From an optimization exercise on the open Yosys and OpenROAD flow, aimed at small area and a short achievable clock period; shortcuts taken in it are not production practice.
At most, simulation tests tie the RTL to the original design; equivalence was not proved.
Power figures rest on the tool's default switching activity, not on a simulated workload.

==> flow/design.v <==
module FourBitBP(
    input clk,
    input [2:0] branchID,
    input outcome,
    input reset,
    output reg miss
    );
    reg [3:0] BHT [0:7];
    reg [1:0] Counters [0:127];
    reg       rst_r;             
    reg [2:0] bid_r;             
    reg [3:0] h_r;               
    reg [1:0] c_r;               
    reg       o_r;               
    reg       self_r;            
    wire [1:0] wd_r = rst_r ? 2'b00 :
                      {(c_r[1] & c_r[0]) | (o_r & (c_r[1] | c_r[0])),
                       (c_r[1] & ~c_r[0]) | (o_r & (c_r[1] | ~c_r[0]))};
    wire [7:0]  we_b;
    wire [15:0] we_h;
    wire [1:0]  cb [0:7];
    genvar b, j;
    generate
        for (b = 0; b < 8; b = b + 1) begin : g_rd
            assign we_b[b] = rst_r | (bid_r == b);
            assign cb[b] = (rst_r | (self_r & (bid_r == b))) ? wd_r :
                           Counters[{b[2:0], BHT[b]}];
        end
        for (j = 0; j < 16; j = j + 1) begin : g_weh
            assign we_h[j] = rst_r | (h_r == j);
        end
    endgenerate
    wire [1:0] c = cb[branchID];
    wire [3:0] h = BHT[branchID];
    always @(posedge clk) begin
        miss   <= ~reset & (c[1] ^ outcome);
        rst_r  <= reset;
        bid_r  <= branchID;
        h_r    <= h;
        c_r    <= c;
        o_r    <= outcome;
        self_r <= (h == {4{outcome}});
    end
    generate
        for (b = 0; b < 8; b = b + 1) begin : g_bht
            always @(posedge clk) begin
                if (reset)
                    BHT[b] <= 4'b0000;
                else if (branchID == b)
                    BHT[b] <= {BHT[b][2:0], outcome};
            end
            for (j = 0; j < 16; j = j + 1) begin : g_cnt
                always @(posedge clk) begin
                    if (we_b[b] & we_h[j])
                        Counters[b*16+j] <= wd_r;
                end
            end
        end
    endgenerate
endmodule
clock: 6.0 ns
lec_check: 0
abc_area: 1
cap_margin: 20
core_margin: 2
core_utilization: 40
cts_buf_list: sky130_fd_sc_hd__clkbuf_8
cts_cluster_diameter: 70
cts_cluster_size: 15
setup_slack_margin: 3.7
slew_margin: 20
run.sh (not shown) runs the stock make flow with config.mk's settings and CLKGATE_MAP_FILE= SYNTH_SCRIPT=/design/flow/synth_recipe.tcl, a recipe that flattens the netlist after the stock synthesis.
Change:
==> flow/design.v (replaced) <==
module FourBitBP(
    input clk,
    input [2:0] branchID,
    input outcome,
    input reset,
    output reg miss
    );
    reg [3:0] BHT [0:7];
    reg [1:0] Counters [0:127];
    reg       rst_r;             
    reg [2:0] bid_r;             
    reg [3:0] h_r;               
    reg [1:0] c_r;               
    reg       o_r;               
    reg [7:0] byp_r;             
    wire [1:0] wd_r = rst_r ? 2'b00 :
                      {(c_r[1] & c_r[0]) | (o_r & (c_r[1] | c_r[0])),
                       (c_r[1] & ~c_r[0]) | (o_r & (c_r[1] | ~c_r[0]))};
    wire [7:0]  we_b;
    wire [15:0] we_h;
    wire [1:0]  cb [0:7];
    genvar b, j;
    generate
        for (b = 0; b < 8; b = b + 1) begin : g_rd
            assign we_b[b] = rst_r | (bid_r == b);
            assign cb[b] = byp_r[b] ? wd_r : Counters[{b[2:0], BHT[b]}];
        end
        for (j = 0; j < 16; j = j + 1) begin : g_weh
            assign we_h[j] = rst_r | (h_r == j);
        end
    endgenerate
    wire [1:0] c = cb[branchID];
    always @(posedge clk) begin
        miss   <= ~reset & (c[1] ^ outcome);
        rst_r  <= reset;
        bid_r  <= branchID;
        h_r    <= BHT[branchID];
        c_r    <= c;
        o_r    <= outcome;
    end
    generate
        for (b = 0; b < 8; b = b + 1) begin : g_bht
            always @(posedge clk) begin
                if (reset)
                    BHT[b] <= 4'b0000;
                else if (branchID == b)
                    BHT[b] <= {BHT[b][2:0], outcome};
            end
            always @(posedge clk) begin
                byp_r[b] <= reset | ((branchID == b) & (BHT[b] == {4{outcome}}));
            end
            for (j = 0; j < 16; j = j + 1) begin : g_cnt
                always @(posedge clk) begin
                    if (we_b[b] & we_h[j])
                        Counters[b*16+j] <= wd_r;
                end
            end
        end
    endgenerate
endmodule
Effect: The new run finished clean; clock skew goes down by 0.021 ns; utilization came out lower by 0.54 points; setup slack got worse by 0.092 ns; die area rose by 1.6%; via count increases by 2.9%; combinational power fell by 8.8%; synthesized cell count rises by 2.6%.
For the second run of this note, only the layout was checked, not whether the RTL still works.

[afterwards: timing with drivers on the ports]
In the flow no input, the clock included, has a driving cell. The finished layouts below were timed again as built, in two steps. Step 1 sets driving cells, clkbuf_16 on the clock port and buf_2 on the other inputs (assumed; they add their load-dependent delay and slew). Step 2 also shifts input and output timing later by t, the mid clock arrival at the registers, as if the neighbouring blocks saw the same clock. Slacks: ideal / step 1 / step 2; pairs: ideal / step 1.
run | shift t [ns] | setup WS [ns] | slew at the worst register clock pin (ns) | pins driven straight from the clock port
the first run | 0.617 | 3.760 / 3.717 / 3.183 | 0.11 / 0.11 | 1
the second run | 0.630 | 3.667 / 3.618 / 3.193 | 0.11 / 0.11 | 1
After both steps setup and hold are still met in every run listed. The setup slack of the first run, which loses most, moves by -0.043 ns with the drivers and by -0.577 ns with both steps.
